This design comes from an exercise in tuning for small area, a short achievable clock period and few clock cycles per item on the open sky130 flow, not from production work. Where RTL was checked, it was by simulation tests only, not by an equivalence proof against the original. The RTL of runs 5 and 6 was laid out without a check of its function. Power and IR drop assume default switching activity.

==> flow/design.v <==
module demosaic(clk, reset, in_en, data_in, wr_r, addr_r, wdata_r, rdata_r, wr_g, addr_g, wdata_g, rdata_g, wr_b, addr_b, wdata_b, rdata_b, done);
input clk;
input reset;
input in_en;
input [7:0] data_in;
output reg wr_r;
output reg [13:0] addr_r;
output reg [7:0] wdata_r;
input [7:0] rdata_r;
output reg wr_g;
output reg [13:0] addr_g;
output reg [7:0] wdata_g;
input [7:0] rdata_g;
output reg wr_b;
output reg [13:0] addr_b;
output reg [7:0] wdata_b;
input [7:0] rdata_b;
output reg done;
reg p1, p2;              
reg [6:0] row;           
reg [7:0] col8;          
reg f0, f126, f127;      
wire [6:0] col = col8[6:0];
wire bub = col8[7];
reg [1:0] mid_sel;       
reg [8:0] s0, s1, s2;
reg [7:0] m0, m1;
wire [7:0] mid_v = (mid_sel == 2'd0) ? rdata_r : (mid_sel == 2'd1) ? rdata_g : rdata_b;
wire [7:0] tb_a  = (mid_sel == 2'd0) ? rdata_g : rdata_r;
wire [7:0] tb_b  = (mid_sel == 2'd2) ? rdata_g : rdata_b;
wire [8:0] s_in  = tb_a + tb_b;
wire [8:0] horiz_s = m0 + (row[0] ? rdata_r : rdata_b);
wire [9:0] sm      = s1 + m0;
wire [9:0] gsum_s  = sm + rdata_g;
wire [9:0] diag_s  = s0 + s2;
wire [7:0] horiz = horiz_s[8:1];
wire [7:0] vert  = s1[8:1];
wire [7:0] gsum  = gsum_s[9:2];
wire [7:0] diag  = diag_s[9:2];
wire r0 = row[0];
wire c0 = col[0];
wire own_g = (r0 == c0);
wire own_r = ~r0 & c0;
wire own_b = r0 & ~c0;
wire [6:0] rp1 = row + 7'd1;
wire [6:0] rp2 = row + 7'd2;
wire [6:0] rm1 = row - 7'd1;
wire [13:0] a_own = {row, col};
wire [13:0] a_x = f0 ? {row, 7'd126} : {rp1, col - 7'd3};
wire [13:0] a_y = own_g ? {rm1, col - 7'd3} : {row, col - 7'd2};
wire x_wr = (row != 7'd127);
wire gen = ~f126 & ~f127 & ~bub;
wire [13:0] a_k   = {row, col};
wire [13:0] a_rc1 = {rp1, col + 7'd1};
wire [13:0] a_rc2 = {row, col + 7'd2};
wire [13:0] p2_r = gen ? (own_r ? a_rc1 : a_k) :
                   f126 ? a_k :
                   ~bub ? (r0 ? {rp1, 7'd126} : {row, 7'd1}) :
                          (r0 ? {rp1, 7'd1} : {rp1, 7'd127});
wire [13:0] p2_g = gen ? (own_g ? a_rc2 : a_k) :
                   f126 ? (r0 ? a_k : {rp2, 7'd0}) :
                   ~bub ? (r0 ? {row, 7'd1} : {rp1, 7'd126}) :
                          (r0 ? {rp1, 7'd127} : {rp1, 7'd1});
wire [13:0] p2_b = gen ? (own_b ? a_rc1 : a_k) :
                   f126 ? (r0 ? {rp2, 7'd0} : a_k) :
                   ~bub ? (r0 ? {rp1, 7'd126} : {rp2, 7'd127}) :
                          (r0 ? {rp2, 7'd2} : {rp1, 7'd127});
wire [1:0] mid_next = gen ? (own_g ? 2'd1 : own_r ? 2'd2 : 2'd0) :
                      f126 ? (r0 ? 2'd1 : 2'd2) :
                      (r0 ? 2'd0 : 2'd1);
wire wrap = bub | (~p2 & f127);
wire last_pix = (row == 7'd127) & f127;
wire last_step = (row == 7'd126) & f127;
wire idle = ~p1 & ~p2 & ~done;
always @(posedge clk or posedge reset) begin
	if (reset) begin
		p1 <= 1'b0;
		p2 <= 1'b0;
		done <= 1'b0;
		wr_r <= 1'b0;
		wr_g <= 1'b0;
		wr_b <= 1'b0;
	end else begin
		if (p2) begin
			wr_r <= ~own_r & ~f127 & ~bub & ~last_step;
			wr_g <= ~own_g & ~f127 & ~bub & ~last_step;
			wr_b <= ~own_b & ~f127 & ~bub & ~last_step;
			if (last_step) begin
				p2 <= 1'b0;
				done <= 1'b1;
			end
		end else if (in_en & ~done) begin
			wr_r <= ~own_g | x_wr;
			wr_g <= own_g | x_wr;
			wr_b <= 1'b1;
			p1 <= ~last_pix;
			p2 <= last_pix;
		end else begin
			wr_r <= 1'b0;
			wr_g <= 1'b0;
			wr_b <= 1'b0;
		end
	end
end
always @(posedge clk) begin
	s0 <= s1;
	s1 <= s2;
	s2 <= s_in;
	m0 <= m1;
	m1 <= mid_v;
	mid_sel <= mid_next;
	if (idle) begin
		row <= 7'd0;
		col8 <= {7'd0, in_en};
		f0 <= ~in_en;
		f126 <= 1'b0;
		f127 <= 1'b0;
	end else if (p1 & last_pix) begin
		row <= 7'd0;
		col8 <= 8'd126;
		f0 <= 1'b0;
		f126 <= 1'b1;
		f127 <= 1'b0;
	end else begin
		col8 <= wrap ? 8'd0 : col8 + 8'd1;
		if (wrap)
			row <= rp1;
		f0 <= wrap;
		f126 <= (col8 == 8'd125);
		f127 <= f126;
	end
	if (p2) begin
		addr_r <= p2_r;
		addr_g <= p2_g;
		addr_b <= p2_b;
		wdata_r <= own_g ? (r0 ? vert : horiz) : diag;
		wdata_g <= gsum;
		wdata_b <= own_g ? (r0 ? horiz : vert) : diag;
	end else begin
		addr_r <= own_r ? a_own : own_g ? a_x : a_y;
		addr_g <= own_g ? a_own : a_x;
		addr_b <= own_b ? a_own : a_y;
		wdata_r <= data_in;
		wdata_g <= data_in;
		wdata_b <= data_in;
	end
end
endmodule
==> flow/flow/run.sh <==
#!/bin/bash
# Standard layout, with a small buffer on each port instead of the default
# one, and adders left to abc as plain gates (no full/half adder cells).
set -euo pipefail
cat >> config.mk <<'MK'
export BUFFER_PORTS_ARGS = -buffer_cell sky130_fd_sc_hd__buf_1
export DONT_USE_CELLS += sky130_fd_sc_hd__fa_1 sky130_fd_sc_hd__fa_2 sky130_fd_sc_hd__fa_4 sky130_fd_sc_hd__ha_1 sky130_fd_sc_hd__ha_2 sky130_fd_sc_hd__ha_4
MK
bash standard.sh > flow.log 2>&1
==> flow/standard.sh <==
#!/bin/bash
# synth_recipe.tcl (not shown) runs the flow's synth.tcl, then flattens the netlist and writes it again
# the make line also repeats each setting of config.mk as NAME=value (left out here)
make -C /OpenROAD-flow-scripts/flow DESIGN_CONFIG=/design/flow/config.mk WORK_HOME=/design/flow/orfs CLKGATE_MAP_FILE= SYNTH_SCRIPT=/design/flow/synth_recipe.tcl "${@:-finish}"
==> flow/config.mk <==
export PLATFORM = sky130hd
export DESIGN_NAME = demosaic
export DESIGN_NICKNAME = demosaic
export VERILOG_FILES = /design/flow/design.v
export SDC_FILE = /design/flow/constraint.sdc
export NUM_CORES = 4
export LEC_CHECK = 0
export CAP_MARGIN = 20
export CORE_MARGIN = 2
export CORE_UTILIZATION = 40
export CTS_BUF_LIST = sky130_fd_sc_hd__clkbuf_8
export CTS_CLUSTER_DIAMETER = 80
export CTS_CLUSTER_SIZE = 30
export SETUP_SLACK_MARGIN = 2.4
export SLEW_MARGIN = 20
export BUFFER_PORTS_ARGS = -buffer_cell sky130_fd_sc_hd__buf_1
export DONT_USE_CELLS += sky130_fd_sc_hd__fa_1 sky130_fd_sc_hd__fa_2 sky130_fd_sc_hd__fa_4 sky130_fd_sc_hd__ha_1 sky130_fd_sc_hd__ha_2 sky130_fd_sc_hd__ha_4
==> flow/constraint.sdc <==
create_clock -name core_clock -period 5.0 [get_ports {clk}]
set_input_delay 1.0000 -clock core_clock [delete_from_list [all_inputs] [get_ports {clk}]]
set_output_delay 1.0000 -clock core_clock [all_outputs]
set_load 0.01 [all_outputs]
==> results.toml, run 1 <==
[run_status]
outcome = "timing/DRC/antenna clean"

[floorplanning]
initial_core_util_pct = 40.36
die_h_um = 140.9
fp-row-count = 50
dieWidth_um = 140.9
die-area_um2 = 19860
core_um2 = 18580
ios = 105

[clock_tree]
numCtsBuffers = 17
cts_tree = "built"
clk_pin_slew_worst_paths_ns = 0.08
postCtsHoldBufs = 0
cts.htree.levels = 4
cts_root_buf = "clkbuf_8"
clk-insertion-delay-late_ns = 0.46
cts_max_path_buffers = 2
cts.sinks = 135

[detailed_routing]
ant_nets = 0
wl_um = 19910
drt_iter0_drc = 494
avgRoutedWirePerCell_um = 15.79
vias_per_cell = 5.389
drcViolationCount = 0
vias = 6795
dr.pass1.iters = 5

[global_routing]
grt_use_total_pct = 19.61
antenna_found_initial = 0
grt_pass1_vias = 6062
grt_start_max_net_pins = 63
grt_pass1_wl_um = 31170
grt_overflow = 0

[power]
p_leak_nw = 3.383
intPower_mw = 2.876
power_frac_seq_pct = 35.8
netSwitchingFraction_pct = 40.34
combPwrFrac_pct = 45.2
p_per_area_nw_per_um2 = 538.0
power_mw = 4.820
power.net_switching_mw = 1.945
p_clk_share_pct = 19.0
ir_drop_mv = 0.1916

[placement]
placed_cells = 1210
dp_hpwl_um = 13860
gp_congestion = 0.8698
io_buffers = 104
detailedPlace.worstSlack_ns = 1.732
dpl_cell_area_um2 = 8058

[timing]
fin_crit_sh_pct = 53.10
tightest_slew_ns = 0.9056
fin_crit_ns = 2.655
finalHoldViolCount = 0
skew_ns = 0.01451
setup_viol = 0
slew_headroom_pct = 38.99
fin_ws_ns = 2.345
clock.fmax_ghz = 0.3767
whs_ns = 0.3275
slew_viol_final = 0
rsz0062_at_grt = "yes"
setup_tns_ns = 0

[logic_synthesis]
synth-main-ff-cell = "dfxtp_1"
yosysMostFrequentCell = "dfxtp_1"
syn_inst = 932
synth_edf_count = 0
syn-cell-area_um2 = 7500
netlist-cell-type-count = 67
syn_nets = 967
synth-xor-area-share_pct = 12.78
syn_avg_cell_area_um2 = 8.047
synth_area_leaders = "dfxtp_1 34%, xnor2_1 8.9%, nor2_1 5.9%, o21ai_0 5.4%, nand2_1 4.5%"
ys_warn_count = 1
synthTopCellsByCount = "129 x dfxtp_1, 118 x nor2_1, 89 x nand2_1"
synthArstFlopShare_pct = 4.444
synth_mux_area_share_pct = 4.338
synth_largest_area_cell = "dfxtp_1"
synth_compound_area_share_pct = 21.65
synth_top_family_by_area = "compound AO/OA/AOI/OAI gates"
synth_fa_ha_area_share_pct = 1.902
synthSimpleGateAreaFrac_pct = 18.59
synth.yosys.seq_area_share_pct = 36.44
yosys.area.top_type_share_pct = 34.43
yosys_register_bits = 135

[layout]
register_area_um2 = 2741
layout.nets = 1049
stdcell_area_um2 = 8960
fin_cells = 1261
layout-drive-gt1-share_pct = 13.92
fin_util_pct = 48.22
diodes = 0
multi_input_area_um2 = 4671
area_growth_pct = 19.47
nFillCells = 1819

[setup_path]
worstPathRequired_ns = 5.40
path_class = "input port to flip-flop"
crit_fanout = 6
worstPathArrival_ns = 3.05
worstSetupEndpointType = "flip-flop"
start_kind = "input port"

[hold_path]
hold_path_class = "flip-flop to flip-flop"

[flow_run]
drv_cap = 0
[routing by layer]
metal | vias to the layer above | wire [µm] | GRT usage (%)
li1 | 3426 | - | -
met1 | 3161 | 9049 | 26.37
met2 | 185 | 9640 | 32.17
met3 | 23 | 871 | 2.955
met4 | 0 | 346 | 6.895
met5 | - | 0 | 0
[flip-flops by register name, indices dropped and copies added (netlist names), 9 cells and up]
signal	count
addr_g	14
addr_b	14
addr_r	14
s1	9
s0	9
s2	9
[what timing repair did]
item                       CTS  global route
setup endpoints to repair    8            33
pin swaps                   14            26
gates resized for setup     49            41
gates cloned                 1             1
buffers inserted            10             7
[cells in the final DEF, fill, tap and decap left out, types with 18 or more instances in the layout]
cell / count
buf_4: 21
nand3_1: 20
nand2_1: 89
buf_1: 91
dfxtp_1: 125
o21ai_0: 76
xnor2_1: 75
nor2_1: 115
xor2_1: 28
a21oi_1: 60
clkbuf_8: 18
[critical path, stage by stage]
cell and delay, ns:
buf_12 0.11, mux2i_4 0.20, o31ai_4 0.10, a311o_1 0.35
a311o_1 0.37, or2_1 0.26, maj3_2 0.31, o221ai_2 0.21
xnor2_1 0.13
[power groups by stage]
stage | sequential, mW | combinational, mW | clock [mW]
floorplan | 1.65 | 1.57 | 0
global placement | 1.72 | 1.95 | 0
finish | 1.72 | 2.18 | 0.914
global route | 1.77 | 2.39 | 0.982
CTS | 1.71 | 2.12 | 0.942
detailed placement | 1.73 | 1.97 | 0
[final timing paths]
kind / start / endpoint / slack [ns] / depth (start not counted)
hold reg to reg: m1[6] / m0[6] / 0.33 / 0
setup reg to reg: mid_sel[1] / s2[5] / 2.40 / 9
min in group asynchronous: reset / wr_g / 0.40 / 2
hold / removal: m1[6] / m0[6] / 0.33 / 0
max in group asynchronous: reset / p2 / 4.40 / 2
setup / recovery: rdata_r[1] / s2[5] / 2.35 / 9
[cells by family (layout without fill, tap and decap cells)]
kind of cell               after synthesis  in the layout
adders and majority gates               14             14
DFF                                    135            135
AOI/OAI and AO/OA                      255            255
xor gates and xnor gates               106            106
buffers and inverters                   83            178
and+or+nand+nor                        308            308
muxes                                   31             31
[cell type report]
cell class	instances	share of cell area [%]
repair buffers	132	8.965
well taps	234	3.268
clock inverters	14	1.690
multi-input cells	714	52.13
flip-flops and latches	135	30.60
inverters	14	0.5865
clock buffers	18	2.765
Testbench counts, summed over its fixed seeds: cycles 261,128, images 8.
==> run 2: changes to the inputs <==
--- a/flow/config.mk
+++ b/flow/config.mk
@@ -13,3 +13,3 @@
 export CTS_CLUSTER_SIZE = 30
-export SETUP_SLACK_MARGIN = 2.4
+export SETUP_SLACK_MARGIN = 2.2
 export SLEW_MARGIN = 20
==> run 2 against run 1 <==
Still clean. Worst setup slack worse by 0.064 ns. Critical path depth up 1. Register-to-register slack about the same. Routed wire length down 5.8%. Final cell count down 1.3%. Global-route usage down 0.48 points. Critical path type unchanged.
==> results.toml, run 2 <==
[run_status]
outcome = "timing/DRC/antenna clean"

[detailed_routing]
wl_um = 18760
ant_nets = 0
drt_iter0_drc = 486
dr.pass1.iters = 5
avgRoutedWirePerCell_um = 15.07
drcViolationCount = 0
vias = 6655
vias_per_cell = 5.345

[logic_synthesis]
synth_top_family_by_area = "compound AO/OA/AOI/OAI gates"
synth_fa_ha_area_share_pct = 1.902
yosysMostFrequentCell = "dfxtp_1"
netlist-cell-type-count = 67
syn_inst = 932
synth_largest_area_cell = "dfxtp_1"
synth_compound_area_share_pct = 21.65
syn_avg_cell_area_um2 = 8.047
syn-cell-area_um2 = 7500
synth-main-ff-cell = "dfxtp_1"
synthTopCellsByCount = "129 x dfxtp_1, 118 x nor2_1, 89 x nand2_1"
yosys.area.top_type_share_pct = 34.43
synth_edf_count = 0
ys_warn_count = 1
syn_nets = 967
synthSimpleGateAreaFrac_pct = 18.59
synth_mux_area_share_pct = 4.338
synth-xor-area-share_pct = 12.78
yosys_register_bits = 135
synthArstFlopShare_pct = 4.444
synth_area_leaders = "dfxtp_1 34%, xnor2_1 8.9%, nor2_1 5.9%, o21ai_0 5.4%, nand2_1 4.5%"
synth.yosys.seq_area_share_pct = 36.44

[placement]
io_buffers = 104
placed_cells = 1210
gp_congestion = 0.8396
dp_hpwl_um = 13610

[floorplanning]
die-area_um2 = 19860
dieWidth_um = 140.9
core_um2 = 18580
die_h_um = 140.9
fp-row-count = 50
initial_core_util_pct = 40.36
ios = 105

[power]
p_per_area_nw_per_um2 = 534.6
p_leak_nw = 3.183
power.net_switching_mw = 1.851
netSwitchingFraction_pct = 40.81
ir_drop_mv = 0.1678
intPower_mw = 2.685
p_clk_share_pct = 18.7
combPwrFrac_pct = 43.6
power_frac_seq_pct = 37.7

[layout]
fin_cells = 1245
layout.nets = 1033
nFillCells = 1877
largestRegisters = "addr_b x14, addr_g x14, addr_r x14"
multi_input_area_um2 = 4526
area_growth_pct = 13.13
layout_common_cells = "128 x dfxtp_1, 118 x nor2_1, 95 x buf_1"
layout-drive-gt1-share_pct = 9.496
diodes = 0
mostFrequentLayoutCell = "dfxtp_1"
register_area_um2 = 2738

[clock_tree]
cts.htree.levels = 4
clk_pin_slew_worst_paths_ns = 0.07
clk-insertion-delay-late_ns = 0.47
cts_tree = "built"
numCtsBuffers = 17
cts.sinks = 135
cts_max_path_buffers = 2
cts_root_buf = "clkbuf_8"

[timing]
fin_crit_sh_pct = 54.39
tightest_slew_ns = 0.9996
whs_ns = 0.3300
slew_viol_final = 0
clock.fmax_ghz = 0.3677
setup_viol = 0
slew_headroom_pct = 33.12
finalHoldViolCount = 0
setup_tns_ns = 0
rsz0062_at_grt = "yes"
skew_ns = 0.01414
fin_crit_ns = 2.719

[setup_path]
path_class = "input port to flip-flop"
crit_fanout = 6
r2r_cells = 9
worstSetupEndpointType = "flip-flop"
worstPathRequired_ns = 5.31
start_kind = "input port"
worstPathArrival_ns = 3.03

[global_routing]
antenna_found_initial = 0
grt_pass1_wl_um = 30480
grt_use_total_pct = 19.13
grt_pass1_vias = 5935
grt_start_max_net_pins = 63
grt_overflow = 0

[flow_run]
drv_cap = 0

[hold_path]
hold_path_class = "flip-flop to flip-flop"
hold_path_depth = 0
==> run 2: layout make-up <==
cell class	count	share of cell area, %
sequential	135	32.27
inverter	14	0.6194
timing repair buffer	116	6.017
tap	234	3.451
clock inverter	15	1.548
clock buffer	17	2.758
multi-input combinational	714	53.34
==> run 2: routing by layer <==
layer / routed length (µm) / global-route usage (%)
met1: 8888 / 26.14
met2: 8756 / 30.35
met3: 721 / 3.295
met4: 393 / 7.211
met5: 0 / 0
==> run 2: per-stage QoR <==
stage | setup slack (ns) | power [mW] | utilization (%) | instance area [µm²]
after floorplan | 2.009 | 3.204 | - | 7601
after global placement | 1.751 | 3.653 | 43.22 | 8030
after detailed placement | 1.704 | 3.677 | 43.22 | 8030
after CTS | 2.204 | 4.522 | 45.19 | 8397
after global routing | 2.150 | 4.867 | 45.66 | 8484
final | 2.281 | 4.536 | 45.66 | 8484
==> run 2: worst paths after layout <==
check	start	end	slack, ns
max in group asynchronous	reset	p2	4.40
hold / removal	m1[1]	m0[1]	0.33
min in group asynchronous	reset	p1	0.40
setup reg to reg	mid_sel[1]	s2[8]	2.39
setup / recovery	rdata_g[3]	wdata_g[5]	2.28
hold reg to reg	m1[1]	m0[1]	0.33
==> run 2: power groups by stage <==
stage	logic, mW	registers (mW)	clock network (mW)
global placement	1.92	1.73	0
global route	2.19	1.76	0.913
detailed placement	1.94	1.73	0
finish	1.98	1.71	0.846
floorplan	1.55	1.65	0
CTS	1.95	1.71	0.864
==> run 2: repair_timing <==
item	CTS	global route
resized for setup	1	28
hold buffers	0	0
setup buffers	0	3
endpoints found under the setup margin	2	14
pin swaps	0	8
==> run 2: worst max-delay path, cell delays in order <==
cell      delay [ns]
buf_2           0.15
xor3_2          0.47
a21o_2          0.24
a221oi_4        0.26
buf_6           0.16
a211oi_2        0.06
nor3_2          0.27
a21oi_1         0.14
xnor2_1         0.19
a21oi_1         0.09
==> run 2: cell families (layout without fill, tap and decap cells) <==
kind of cell / count (synthesis) / after routing
xor+xnor: 106 / 106
buf+inv: 83 / 162
simple gates: 308 / 308
compound gates: 255 / 255
flops: 135 / 135
fa+ha+maj: 14 / 14
mux: 31 / 31
==> run 3: changes to the inputs <==
--- a/flow/config.mk
+++ b/flow/config.mk
@@ -13,3 +13,3 @@
 export CTS_CLUSTER_SIZE = 30
-export SETUP_SLACK_MARGIN = 2.2
+export SETUP_SLACK_MARGIN = 2.3
 export SLEW_MARGIN = 20
==> run 3 against run 2 <==
Total power is 3.5% higher. First-iteration DRC count up 14%. Cell area up 1.5%. Still clean. Sequential cell count unchanged. Maximum frequency increased by 2.4%. Combinational power increased by 3%.
==> results.toml, run 3 <==
[logic_synthesis]
synth_largest_area_cell = "dfxtp_1"
syn_avg_cell_area_um2 = 8.047
synth-xor-area-share_pct = 12.78
yosys_register_bits = 135
synth.yosys.seq_area_share_pct = 36.44
yosysMostFrequentCell = "dfxtp_1"
netlist-cell-type-count = 67
synthSimpleGateAreaFrac_pct = 18.59
synth-main-ff-cell = "dfxtp_1"
synth_top_family_by_area = "compound AO/OA/AOI/OAI gates"
synth_edf_count = 0
syn-cell-area_um2 = 7500
synth_mux_area_share_pct = 4.338
synth_fa_ha_area_share_pct = 1.902
synth_compound_area_share_pct = 21.65
syn_nets = 967
yosys.area.top_type_share_pct = 34.43
synth_area_leaders = "dfxtp_1 34%, xnor2_1 8.9%, nor2_1 5.9%, o21ai_0 5.4%, nand2_1 4.5%"
synthTopCellsByCount = "129 x dfxtp_1, 118 x nor2_1, 89 x nand2_1"
ys_warn_count = 1
synthArstFlopShare_pct = 4.444
syn_inst = 932

[setup_path]
start_kind = "input port"
cpPeakStageDelay_ns = 0.39
worstPathArrival_ns = 3.00
worstSetupEndpointType = "flip-flop"
path_cells = "buf_4, mux2i_4, o21ai_2, a311o_1, a311o_1, or2_1, maj3_2, o221ai_2, xnor2_1"
r2r-start = "mid_sel[0]"
crit_top_cell = "a311o_1"
crit_fanout = 7
reg2reg_setup_slack_ns = 2.39
reg2reg_to = "s2[5]"
r2r_cells = 9
worstPathRequired_ns = 5.35
path_buf_inv = 1
path_class = "input port to flip-flop"
slowest_stage = "a311o_1"
crit_family = "compound AO/OA/AOI/OAI gates"

[detailed_routing]
dr.pass1.iters = 5
wl_met3_um = 758
vias = 6652
wl_um = 19120
vias_per_cell = 5.322
drcViolationCount = 0
avgRoutedWirePerCell_um = 15.29
wl_met1_um = 8853
ant_nets = 0
drt_iter0_drc = 552
routed.top_layer = "met4"
met2WireLength_um = 9093

[placement]
dp_hpwl_um = 13810
io_buffers = 104
detailedPlace.worstSlack_ns = 1.702
dpl_cell_area_um2 = 8040
gp_congestion = 0.8540

[timing]
fin_ws_ns = 2.344
setup_tns_ns = 0
fin_crit_ns = 2.656
slew_headroom_pct = 38.85
tightest_slew_ns = 0.9077
skew_ns = 0.01841
rsz0062_at_grt = "yes"
setup_viol = 0
slew_viol_final = 0
fin_crit_sh_pct = 53.11
clock.fmax_ghz = 0.3766
finalHoldViolCount = 0

[layout]
area_growth_pct = 14.83
diodes = 0
fin_util_pct = 46.35
largestRegisters = "addr_b x14, addr_g x14, addr_r x14"
register_area_um2 = 2739
layout_common_cells = "127 x dfxtp_1, 117 x nor2_1, 93 x buf_1"
layout-drive-gt1-share_pct = 10.53
mostFrequentLayoutCell = "dfxtp_1"
nFillCells = 1890
multi_input_area_um2 = 4542
stdcell_area_um2 = 8612
layout.nets = 1038

[power]
p_leak_nw = 3.249
p_per_area_nw_per_um2 = 545.1
power_mw = 4.695
ir_drop_mv = 0.1869

[hold_path]
hold_path_class = "flip-flop to flip-flop"
hold_path_depth = 0
hold_path_end = "m0[4]"
worstHoldStart = "m1[4]"

[floorplanning]
die-area_um2 = 19860
dieWidth_um = 140.9
die_h_um = 140.9
core_um2 = 18580
fp-row-count = 50
ios = 105
initial_core_util_pct = 40.36

[clock_tree]
clk-insertion-delay-late_ns = 0.47
clk_pin_slew_worst_paths_ns = 0.08
cts.sinks = 135
cts_max_path_buffers = 2
numCtsBuffers = 17
cts.htree.levels = 4
cts_tree = "built"
cts_root_buf = "clkbuf_8"

[run_status]
outcome = "timing/DRC/antenna clean"

[global_routing]
grt_overflow = 0
grt_start_max_net_pins = 63
grt_pass1_vias = 6118
grt_pass1_wl_um = 30560
grt_use_total_pct = 19.31
antenna_found_initial = 0

[flow_run]
drv_cap = 0
==> run 3: worst register-to-register path: cells and delay by family (launching register included) <==
family / cells / cell delay, ns
adder cells (fa/ha/maj): 1 / 0.30
buffers and inverters: 1 / 0.22
AO/OA/AOI/OAI: 4 / 1.04
AND/OR/NAND/NOR: 2 / 0.46
XOR/XNOR: 1 / 0.09
flip-flops: 1 / 0.38
==> run 3: how the worst max path moves through the flow <==
stage                     startpoint    end  slack [ns]  cells past startpoint
after floorplan           rdata_b[0]  s2[5]        2.01                      9
after global placement    rdata_b[0]  s2[8]        1.77                      9
after detailed placement  rdata_r[0]  s2[8]        1.70                      9
after CTS                 rdata_r[2]  s2[8]        2.25                      9
after global routing      mid_sel[1]  s2[8]        2.24                      9
final                     rdata_r[1]  s2[5]        2.34                      9
==> run 3: area by class of cell <==
| cell class | instances | share of cell area (%) |
|---|---|---|
| inverters | 14 | 0.6102 |
| repair buffers | 121 | 6.654 |
| clock inverters | 15 | 2.078 |
| clock buffers | 17 | 2.717 |
| well taps | 234 | 3.400 |
| flip-flops and latches | 135 | 31.80 |
| multi-input cells | 714 | 52.74 |
==> run 3: what timing repair did <==
item,CTS,global route
gates cloned,0,0
pin swaps,2,10
setup endpoints to repair,9,18
setup buffers,3,4
resized for setup,10,33
hold buffers,0,0
==> run 3: kinds of logic after synthesis <==
logic type,count (synthesis)
multiplexers,31
XOR/XNOR,106
adder cells (fa/ha/maj),14
AND/OR/NAND/NOR,308
buffers and inverters,83
flip-flops,135
AO/OA/AOI/OAI,255
==> run 3: per-layer routing <==
layer  vias to the layer above  global-route usage, %
met2                       167                  31.89
met5                         -                      0
met4                         0                  6.684
li1                       3398                      -
met1                      3055                  25.05
met3                        32                  4.212
==> run 3: where the power goes <==
group	leakage [nW]	internal, mW	switching [mW]
clock	0.204	0.495	0.459
sequential	1.15	1.40	0.318
combinational	1.90	0.919	1.11
total	3.25	2.81	1.88
==> run 3: metrics by stage <==
stage               cells  hold slack, ns
finish               1250          0.3284
global route         1250          0.3369
CTS                  1245          0.3314
detailed placement   1210          0.3121
global placement     1210          0.3103
floorplan             932          0.3096
==> run 4: changes to the inputs <==
--- a/flow/config.mk
+++ b/flow/config.mk
@@ -11,5 +11,5 @@
 export CTS_BUF_LIST = sky130_fd_sc_hd__clkbuf_8
-export CTS_CLUSTER_DIAMETER = 80
-export CTS_CLUSTER_SIZE = 30
-export SETUP_SLACK_MARGIN = 2.3
+export CTS_CLUSTER_DIAMETER = 150
+export CTS_CLUSTER_SIZE = 50
+export SETUP_SLACK_MARGIN = 2.0
 export SLEW_MARGIN = 20
==> run 4 against run 3 <==
Largest cell class unchanged. Still clean. Worst setup slack lost 0.21 ns. Cell area down 1.6%. Sequential power is essentially flat.
==> results.toml, run 4 <==
[run_status]
outcome = "timing/DRC/antenna clean"

[flow_run]
drv_cap = 0

[floorplanning]
core_um2 = 18580
dieWidth_um = 140.9
die_h_um = 140.9
die-area_um2 = 19860
fp-row-count = 50
ios = 105
initial_core_util_pct = 40.36

[timing]
finalHoldViolCount = 0
skew_ns = 0.01648
slew_viol_final = 0
rsz0062_at_grt = "no"
slew_headroom_pct = 45.38
whs_ns = 0.3244
fin_crit_ns = 2.869
clock.fmax_ghz = 0.3485
setup_tns_ns = 0
fin_crit_sh_pct = 57.38
fin_ws_ns = 2.131
tightest_slew_ns = 0.8131
setup_viol = 0

[layout]
mostFrequentLayoutCell = "dfxtp_1"
nFillCells = 1925
diodes = 0
layout.nets = 1030
layout_common_cells = "127 x dfxtp_1, 116 x nor2_1, 104 x buf_1"
layout-drive-gt1-share_pct = 7.540
area_growth_pct = 13.05
largestRegisters = "addr_b x14, addr_g x14, addr_r x14"
fin_cells = 1242

[global_routing]
grt_pass1_vias = 5928
grt_pass1_wl_um = 29850
grt_start_max_net_pins = 63
grt_overflow = 0
antenna_found_initial = 0
grt_use_total_pct = 18.92

[setup_path]
r2r-start = "row[0]"
path_class = "input port to flip-flop"
startpoint = "rdata_g[0]"
worstPathArrival_ns = 3.24
start_kind = "input port"
worstSetupEndpointType = "flip-flop"
worstPathRequired_ns = 5.37
crit_fanout = 5

[logic_synthesis]
synth_area_leaders = "dfxtp_1 34%, xnor2_1 8.9%, nor2_1 5.9%, o21ai_0 5.4%, nand2_1 4.5%"
synth_compound_area_share_pct = 21.65
synth_edf_count = 0
yosysMostFrequentCell = "dfxtp_1"
synth_top_family_by_area = "compound AO/OA/AOI/OAI gates"
synthSimpleGateAreaFrac_pct = 18.59
synth_fa_ha_area_share_pct = 1.902
ys_warn_count = 1
synth_largest_area_cell = "dfxtp_1"
syn_inst = 932
syn_nets = 967
synth-xor-area-share_pct = 12.78
synth_mux_area_share_pct = 4.338
netlist-cell-type-count = 67
yosys.area.top_type_share_pct = 34.43
synth.yosys.seq_area_share_pct = 36.44
syn_avg_cell_area_um2 = 8.047
yosys_register_bits = 135
syn-cell-area_um2 = 7500
synthArstFlopShare_pct = 4.444
synthTopCellsByCount = "129 x dfxtp_1, 118 x nor2_1, 89 x nand2_1"
synth-main-ff-cell = "dfxtp_1"

[placement]
dp_hpwl_um = 13630
detailedPlace.worstSlack_ns = 1.550
io_buffers = 104
gp_congestion = 0.8440
placed_cells = 1209

[clock_tree]
clk-insertion-delay-late_ns = 0.46
clk_pin_slew_worst_paths_ns = 0.08
cts.sinks = 135
numCtsBuffers = 17
cts.htree.levels = 4
cts_tree = "built"
postCtsHoldBufs = 0
cts_root_buf = "clkbuf_8"
cts_max_path_buffers = 2

[detailed_routing]
drcViolationCount = 0
ant_nets = 0
dr.pass1.iters = 5
vias_per_cell = 5.407
vias = 6716
drt_iter0_drc = 603
avgRoutedWirePerCell_um = 15.32
wl_um = 19030

[power]
intPower_mw = 2.829
p_leak_nw = 3.180
combPwrFrac_pct = 42.2
power_frac_seq_pct = 36.6
netSwitchingFraction_pct = 39.38
power.net_switching_mw = 1.837
power_mw = 4.666
ir_drop_mv = 0.2079
p_per_area_nw_per_um2 = 550.4
p_clk_share_pct = 21.2

[hold_path]
hold_path_class = "flip-flop to flip-flop"
worstHoldStart = "m1[6]"
run 4: cell counts after synthesis:
No cell type changed its count.
run 4: critical path: stages:
cell and delay (ns):
buf_1 0.13, maj3_1 0.43, o21a_1 0.28, a221oi_4 0.34, buf_12 0.16, o21ai_2 0.06, a211oi_1 0.27, nor3_1 0.10
o2111a_1 0.28, a211oi_1 0.19
run 4: logic make-up (layout without fill, tap and decap cells):
logic type               Yosys count  after routing
buffers and inverters             83            159
adder cells (fa/ha/maj)           14             14
AO/OA/AOI/OAI                    255            255
flip-flops                       135            135
AND/OR/NAND/NOR                  308            308
XOR/XNOR                         106            106
multiplexers                      31             31
run 4: final timing paths:
kind / endpoint / slack, ns / cells past startpoint
setup / recovery: wdata_g[3] / 2.13 / 10
hold reg to reg: m0[6] / 0.32 / 0
min in group asynchronous: p1 / 0.40 / 2
max in group asynchronous: p2 / 4.40 / 2
hold / removal: m0[6] / 0.32 / 0
setup reg to reg: wdata_b[7] / 2.19 / 9
run 4: per-stage QoR:
step,cell area [µm²],util (%)
6_report,8478,45.63
3_5_place_dp,8008,43.10
2_1_floorplan,7546,-
3_3_place_gp,8008,43.10
5_1_grt,8478,45.63
4_1_cts,8441,45.43
run 4: power by group through the flow:
stage               Clock (mW)  Sequential [mW]  Combinational, mW
floorplan                    0             1.65               1.53
global placement             0             1.73               1.92
detailed placement           0             1.73               1.94
CTS                       1.00             1.71               1.95
global route              1.05             1.76               2.18
finish                   0.989             1.71               1.97
run 4: repair_timing:
item	4_1_cts	5_1_grt
resized for setup	2	5
pin swaps	0	1
endpoints found under the setup margin	9	9
setup buffers	0	1
run 4: area by class of cell:
type / count / area (µm²) / area share, %
multi-input combinational: 714 / 4494 / 53.01
sequential: 135 / 2736 / 32.28
timing repair buffer: 113 / 470.5 / 5.549
tap: 234 / 292.8 / 3.453
clock buffer: 18 / 247.7 / 2.922
clock inverter: 14 / 183.9 / 2.169
inverter: 14 / 52.55 / 0.6198
run 4: layer usage:
metal	GRT usage (%)	vias to the layer above	share of wire, %
li1	-	3383	-
met2	30.60	187	46
met5	0	-	0
met1	25.14	3116	47
met4	6.789	0	2.1
met3	3.838	30	4.5
==> run 5: changes to the inputs <==
--- a/flow/design.v
+++ b/flow/design.v
@@ -25,4 +25,6 @@
 reg [1:0] mid_sel;       
-reg [8:0] s0, s1, s2;
+reg [8:0] s0, s1;
+reg [7:0] t2, b2;
 reg [7:0] m0, m1;
+reg [9:0] sm;
 wire [7:0] mid_v = (mid_sel == 2'd0) ? rdata_r : (mid_sel == 2'd1) ? rdata_g : rdata_b;
@@ -30,8 +32,7 @@
 wire [7:0] tb_b  = (mid_sel == 2'd2) ? rdata_g : rdata_b;
-wire [8:0] s_in  = tb_a + tb_b;
-wire [8:0] horiz_s = m0 + (row[0] ? rdata_r : rdata_b);
-wire [9:0] sm      = s1 + m0;
+wire [8:0] s2    = t2 + b2;
+wire [8:0] horiz_b = m0 + rdata_b;
+wire [8:0] horiz_r = m0 + rdata_r;
 wire [9:0] gsum_s  = sm + rdata_g;
 wire [9:0] diag_s  = s0 + s2;
-wire [7:0] horiz = horiz_s[8:1];
 wire [7:0] vert  = s1[8:1];
@@ -107,5 +108,7 @@
 	s1 <= s2;
-	s2 <= s_in;
+	t2 <= tb_a;
+	b2 <= tb_b;
 	m0 <= m1;
 	m1 <= mid_v;
+	sm <= s2 + m1;
 	mid_sel <= mid_next;
@@ -135,5 +138,5 @@
 		addr_b <= p2_b;
-		wdata_r <= own_g ? (r0 ? vert : horiz) : diag;
+		wdata_r <= own_g ? (r0 ? vert : horiz_b[8:1]) : diag;
 		wdata_g <= gsum;
-		wdata_b <= own_g ? (r0 ? horiz : vert) : diag;
+		wdata_b <= own_g ? (r0 ? horiz_r[8:1] : vert) : diag;
 	end else begin
--- a/flow/config.mk
+++ b/flow/config.mk
@@ -11,4 +11,4 @@
 export CTS_BUF_LIST = sky130_fd_sc_hd__clkbuf_8
-export CTS_CLUSTER_DIAMETER = 150
-export CTS_CLUSTER_SIZE = 50
+export CTS_CLUSTER_DIAMETER = 80
+export CTS_CLUSTER_SIZE = 30
 export SETUP_SLACK_MARGIN = 2.0
==> run 5 against run 4 <==
Still clean. Critical path depth grew 1. Maximum frequency shrank 2.6%. Combinational power grew 11%. Largest cell class unchanged. Largest power group unchanged.
==> results.toml, run 5 <==
[setup_path]
path_cells = "buf_6, a31oi_4, nor2_4, maj3_2, maj3_2, maj3_2, maj3_2, maj3_2, xnor2_1, a22oi_1, a21oi_1"
r2r_cells = 11
reg2reg_setup_slack_ns = 2.08
slowest_stage = "maj3_2"
startpoint = "rdata_r[0]"
start_kind = "input port"
r2r-start = "t2[0]"
worstPathRequired_ns = 5.35
crit_top_cell = "maj3_2"
path_buf_inv = 1
path_class = "input port to flip-flop"
reg2reg_to = "sm[8]"
cpPeakStageDelay_ns = 0.33
crit_fanout = 5
worstPathArrival_ns = 3.30
worstSetupEndpointType = "flip-flop"
crit_family = "adder cells"

[hold_path]
hold_path_end = "s0[0]"
hold_path_class = "flip-flop to flip-flop"
hold_path_depth = 0
worstHoldStart = "s1[0]"

[timing]
fin_crit_sh_pct = 58.91
slew_headroom_pct = 45.04
slew_viol_final = 0
setup_tns_ns = 0
skew_ns = 0.01928
fin_ws_ns = 2.055
rsz0062_at_grt = "yes"
fin_crit_ns = 2.945
tightest_slew_ns = 0.8232
whs_ns = 0.3415
finalHoldViolCount = 0
setup_viol = 0
clock.fmax_ghz = 0.3395

[global_routing]
grt_use_total_pct = 20.04
grt_start_max_net_pins = 58
grt_overflow = 0
grt_pass1_vias = 6148
antenna_found_initial = 0
grt_pass1_wl_um = 32030

[detailed_routing]
drcViolationCount = 0
dr.pass1.iters = 5
vias = 6724
wl_um = 20160
ant_nets = 0
drt_iter0_drc = 433
avgRoutedWirePerCell_um = 16.23
vias_per_cell = 5.414

[logic_synthesis]
synth_largest_area_cell = "dfxtp_1"
synth_edf_count = 0
syn-cell-area_um2 = 7692
yosys_register_bits = 152
syn_avg_cell_area_um2 = 8.557
synthArstFlopShare_pct = 3.947
synth-main-ff-cell = "dfxtp_1"
netlist-cell-type-count = 74
synthTopCellsByCount = "146 x dfxtp_1, 92 x nor2_1, 82 x nand2_1"
syn_inst = 899
synth_area_leaders = "dfxtp_1 38%, xnor2_1 8.0%, xor2_1 4.8%, nor2_1 4.5%, o21ai_0 4.3%"
synth.yosys.seq_area_share_pct = 39.95
yosys.area.top_type_share_pct = 38.00
ys_warn_count = 1
yosysMostFrequentCell = "dfxtp_1"
syn_nets = 934

[clock_tree]
cts_max_path_buffers = 2
postCtsHoldBufs = 0
cts_root_buf = "clkbuf_8"
cts_tree = "built"
cts.htree.levels = 4
clk_pin_slew_worst_paths_ns = 0.09
numCtsBuffers = 17
clk-insertion-delay-late_ns = 0.47
cts.sinks = 152

[floorplanning]
core_um2 = 18770
initial_core_util_pct = 40.99
die_h_um = 142.7
dieWidth_um = 142.7
fp-row-count = 50
ios = 105
die-area_um2 = 20360

[placement]
io_buffers = 104
dp_hpwl_um = 14090
gp_congestion = 0.8477
detailedPlace.worstSlack_ns = 1.459
dpl_cell_area_um2 = 8237

[layout]
layout-drive-gt1-share_pct = 13.79
area_growth_pct = 16.49
mostFrequentLayoutCell = "dfxtp_1"
layout_common_cells = "142 x dfxtp_1, 101 x buf_1, 90 x nor2_1"
diodes = 0
layout.nets = 1030
stdcell_area_um2 = 8961
largestRegisters = "addr_b x14, addr_g x14, addr_r x14"

[power]
p_per_area_nw_per_um2 = 556.4
power_mw = 4.986
ir_drop_mv = 0.2646
p_leak_nw = 3.393

[flow_run]
drv_cap = 0

[run_status]
outcome = "timing/DRC/antenna clean"
run 5: changes by cell type after synthesis, sizes merged, moves of 11 or more:
| cell | delta |
|---|---|
| clkbuf | -14 |
| dfxtp | +17 |
| mux2 | +11 |
| mux2i | -11 |
| nor2 | -25 |
| o21ai | -14 |
| xor2 | +15 |
run 5: layout make-up:
class | count | area [µm²]
repair buffers | 136 | 650.6
inverters | 13 | 48.80
clock buffers | 17 | 234.0
multi-input cells | 675 | 4512
well taps | 234 | 292.8
fillers | 1884 | 9807
flip-flops and latches | 152 | 3082
clock inverters | 15 | 141.4
run 5: where the power goes:
part / internal, mW / leakage (nW) / switching, mW
sequential: 1.57 / 1.29 / 0.301
combinational: 1.03 / 1.90 / 1.16
clock: 0.405 / 0.197 / 0.524
run 5: stage by stage:
stage | util, % | cells
final | 47.75 | 1242
after global routing | 47.75 | 1242
after CTS | 47.15 | 1234
after detailed placement | 43.89 | 1187
after global placement | 43.89 | 1187
after floorplan | - | 899
run 5: worst reg2reg max path, delay by kind of cell, from the launching register on:
| kind | cells | cell delay (ns) |
|---|---|---|
| adders and majority gates | 4 | 1.30 |
| and+or+nand+nor | 1 | 0.06 |
| xor gates and xnor gates | 2 | 0.31 |
| DFF | 1 | 0.36 |
| AOI/OAI and AO/OA | 3 | 0.58 |
| buffers and inverters | 1 | 0.20 |
run 5: kinds of logic after synthesis:
logic type	count (synthesis)	synth area share, %
multiplexers	31	4.359
adder cells (fa/ha/maj)	19	2.570
flip-flops	152	39.95
AO/OA/AOI/OAI	246	20.27
XOR/XNOR	116	13.60
buffers and inverters	72	3.611
AND/OR/NAND/NOR	263	15.65
run 5: how the worst max path moves through the flow:
stage          slack (ns)  cells after the start         end
2_1_floorplan        1.77                     10  wdata_b[6]
3_3_place_gp         1.49                     11  wdata_b[6]
3_5_place_dp         1.46                     11  wdata_b[6]
4_1_cts              2.00                     11  wdata_r[6]
5_1_grt              1.92                     10       sm[8]
6_report             2.05                     11  wdata_b[6]
run 5: metal layers:
metal	wire, µm	global-route usage [%]	up-vias
met5	0	0	-
met4	414	7.869	0
met3	930	4.225	36
met2	9949	33.40	166
met1	8868	25.39	3154
li1	-	-	3368
run 5: repair_timing:
action	in CTS	in global routing
hold endpoints to repair	0	0
pin swaps	15	17
setup buffers	15	8
endpoints found under the setup margin	10	9
resized for setup	26	11
==> run 6: changes to the inputs <==
--- a/flow/config.mk
+++ b/flow/config.mk
@@ -13,3 +13,3 @@
 export CTS_CLUSTER_SIZE = 30
-export SETUP_SLACK_MARGIN = 2.0
+export SETUP_SLACK_MARGIN = 2.8
 export SLEW_MARGIN = 20
==> run 6 against run 5 <==
Still clean on timing, DRC and antenna. Maximum frequency decreased by 0.72%. Critical path depth unchanged. Cell area increased by 6.6%. First-iteration DRC count increased by 56%. Global-route usage increased by 0.92 points. Synthesized area unchanged. Register-to-register slack got worse by 0.05 ns. Die area unchanged. Via count increased by 2.3%.
==> results.toml, run 6 <==
[logic_synthesis]
synth_fa_ha_area_share_pct = 2.570
synth-xor-area-share_pct = 13.60
synth_top_family_by_area = "compound AO/OA/AOI/OAI gates"
yosys_register_bits = 152
yosysMostFrequentCell = "dfxtp_1"
syn_nets = 934
synth_compound_area_share_pct = 20.27
synth_largest_area_cell = "dfxtp_1"
synthTopCellsByCount = "146 x dfxtp_1, 92 x nor2_1, 82 x nand2_1"
synthSimpleGateAreaFrac_pct = 15.65
ys_warn_count = 1
yosys.area.top_type_share_pct = 38.00
netlist-cell-type-count = 74
syn_avg_cell_area_um2 = 8.557
synth_edf_count = 0
synth-main-ff-cell = "dfxtp_1"
syn_inst = 899
synth_mux_area_share_pct = 4.359
synth_area_leaders = "dfxtp_1 38%, xnor2_1 8.0%, xor2_1 4.8%, nor2_1 4.5%, o21ai_0 4.3%"
synthArstFlopShare_pct = 3.947
syn-cell-area_um2 = 7692
synth.yosys.seq_area_share_pct = 39.95

[timing]
fin_crit_ns = 2.967
setup_viol = 0
slew_headroom_pct = 43.24
clock.fmax_ghz = 0.3371
tightest_slew_ns = 0.8497
setup_tns_ns = 0
rsz0062_at_grt = "yes"
fin_crit_sh_pct = 59.33
slew_viol_final = 0
skew_ns = 0.01828
finalHoldViolCount = 0

[detailed_routing]
drcViolationCount = 0
avgRoutedWirePerCell_um = 17.13
wl_um = 21460
drt_iter0_drc = 676
vias_per_cell = 5.489
dr.pass1.iters = 5
vias = 6878
ant_nets = 0

[placement]
gp_congestion = 0.8499
dp_hpwl_um = 14210
placed_cells = 1185
io_buffers = 104
dpl_cell_area_um2 = 8278

[setup_path]
crit_fanout = 5
worstPathRequired_ns = 5.35
start_kind = "input port"
reg2reg_setup_slack_ns = 2.03
reg2reg_to = "sm[8]"
r2r_cells = 11
worstSetupEndpointType = "flip-flop"
r2r-start = "b2[0]"
path_class = "input port to flip-flop"
worstPathArrival_ns = 3.32

[global_routing]
grt_start_max_net_pins = 58
grt_use_total_pct = 20.96
antenna_found_initial = 0
grt_pass1_wl_um = 33200
grt_overflow = 0
grt_pass1_vias = 6200

[layout]
fin_util_pct = 50.89
multi_input_area_um2 = 4823
layout_common_cells = "130 x dfxtp_1, 99 x buf_1, 85 x nor2_1"
fin_cells = 1253
layout-drive-gt1-share_pct = 20.71
nFillCells = 1792
area_growth_pct = 24.15
largestRegisters = "addr_b x14, addr_g x14, addr_r x14"
diodes = 0
layout.nets = 1041
mostFrequentLayoutCell = "dfxtp_1"
register_area_um2 = 3107
stdcell_area_um2 = 9550

[hold_path]
hold_path_depth = 0
hold_path_class = "flip-flop to flip-flop"
worstHoldStart = "s1[0]"
hold_path_end = "s0[0]"

[clock_tree]
clk_pin_slew_worst_paths_ns = 0.09
cts_root_buf = "clkbuf_8"
cts_tree = "built"
clk-insertion-delay-late_ns = 0.47
cts.htree.levels = 4
cts_max_path_buffers = 2
cts.sinks = 152
postCtsHoldBufs = 0
numCtsBuffers = 17

[floorplanning]
die_h_um = 142.7
ios = 105
fp-row-count = 50
initial_core_util_pct = 40.99
die-area_um2 = 20360
dieWidth_um = 142.7
core_um2 = 18770

[run_status]
outcome = "timing/DRC/antenna clean"

[power]
p_per_area_nw_per_um2 = 579.8
ir_drop_mv = 0.2323
p_leak_nw = 3.590

[flow_run]
drv_cap = 0
run 6: cell types whose count changed in the layout (fill, tap and decap cells not counted), sizes merged:
cell      delta
bufinv       +1
clkbuf       +1
buf          +8
clkinvlp     +3
inv          -3
bufbuf       +1
run 6: worst max-delay path by stage:
stage               start         end  slack, ns  cells after the start
2_1_floorplan  rdata_r[0]  wdata_b[6]       1.77                     10
3_3_place_gp   rdata_r[1]  wdata_b[6]       1.49                     11
3_5_place_dp   rdata_r[1]  wdata_b[7]       1.45                     11
4_1_cts        rdata_r[1]  wdata_b[6]       1.98                     11
5_1_grt             b2[0]       sm[8]       1.89                     11
6_report       rdata_r[1]  wdata_b[6]       2.03                     11
run 6: area by class of cell:
type | count | area share (%)
flip-flops and latches | 152 | 32.53
well taps | 234 | 3.066
inverters | 13 | 0.5502
multi-input cells | 675 | 50.50
repair inverters | 1 | 0.05240
repair buffers | 146 | 9.066
clock buffers | 17 | 2.450
clock inverters | 15 | 1.782
run 6: metal layers:
layer | up-vias | routed length, µm | global-route usage, % | share of wire (%)
li1 | 3385 | - | - | -
met1 | 3281 | 9450 | 27.11 | 44
met2 | 181 | 10710 | 34.89 | 50
met3 | 31 | 946 | 4.158 | 4.4
met4 | 0 | 351 | 7.348 | 1.6
met5 | - | 0 | 0 | 0
run 6: cells by family after synthesis:
logic type / Yosys count
AND/OR/NAND/NOR: 263
AO/OA/AOI/OAI: 246
flip-flops: 152
XOR/XNOR: 116
buffers and inverters: 72
multiplexers: 31
adder cells (fa/ha/maj): 19
run 6: metrics by stage:
| stage | total power [mW] | hold slack [ns] | setup slack [ns] |
|---|---|---|---|
| floorplan | 3.379 | 0.3096 | 1.774 |
| global placement | 3.873 | 0.3101 | 1.485 |
| detailed placement | 3.899 | 0.3143 | 1.450 |
| CTS | 5.186 | 0.3429 | 1.977 |
| global route | 5.896 | 0.3519 | 1.887 |
| finish | 5.537 | 0.3393 | 2.033 |
run 6: critical path, cell delays in order:
cell and delay [ns]:
buf_6 0.11, a31oi_4 0.21, nor2_4 0.07, maj3_2 0.31, maj3_2 0.31, maj3_2 0.31, maj3_2 0.32, maj3_2 0.32
xnor2_1 0.13, a22oi_1 0.14, a21oi_1 0.09
run 6: power by group:
part           total [mW]  internal, mW  switching (mW)
clock network       0.985         0.457           0.527
registers            1.92          1.57           0.352
logic                2.63          1.30            1.32
total                5.54          3.33            2.20
run 6: repair_timing:
action                     4_1_cts  5_1_grt
setup endpoints to repair       47       57
setup buffers                   22       11
gates cloned                     1        2
pin swaps                       29       46
resized for setup               64       66

## afterwards: timing with drivers on the ports
No port has a modelled driver above. Below, the same layouts with a new extraction and two added sets of constraints.
Step 1: set_driving_cell puts a clkbuf_16 on clk and a buf_2 on each other input, an assumption about the parent block.
Step 2 also shifts input and output timing later by t, the mid clock arrival at the registers, as if the neighbouring blocks saw the same clock.
Slacks: ideal / step 1 / step 2; pairs: ideal / step 1.
run	shift t [ns]	setup slack, ns	hold WS [ns]	worst register clock-pin slew, ns	worst data-port slew with drivers (ns)
run 1	0.493	2.345 / 2.334 / 1.841	0.328 / 0.328 / 0.328	0.09 / 0.09	0.06
run 2	0.498	2.281 / 2.300 / 1.802	0.330 / 0.330 / 0.330	0.09 / 0.09	0.04
run 3	0.496	2.344 / 2.357 / 1.861	0.328 / 0.328 / 0.328	0.09 / 0.09	0.04
run 4	0.493	2.131 / 2.150 / 1.657	0.324 / 0.324 / 0.324	0.09 / 0.09	0.03
run 5	0.502	2.055 / 2.063 / 1.560	0.341 / 0.341 / 0.341	0.10 / 0.10	0.05
run 6	0.501	2.033 / 2.030 / 1.529	0.339 / 0.339 / 0.339	0.10 / 0.10	0.06
After both steps every run listed still meets setup and hold.
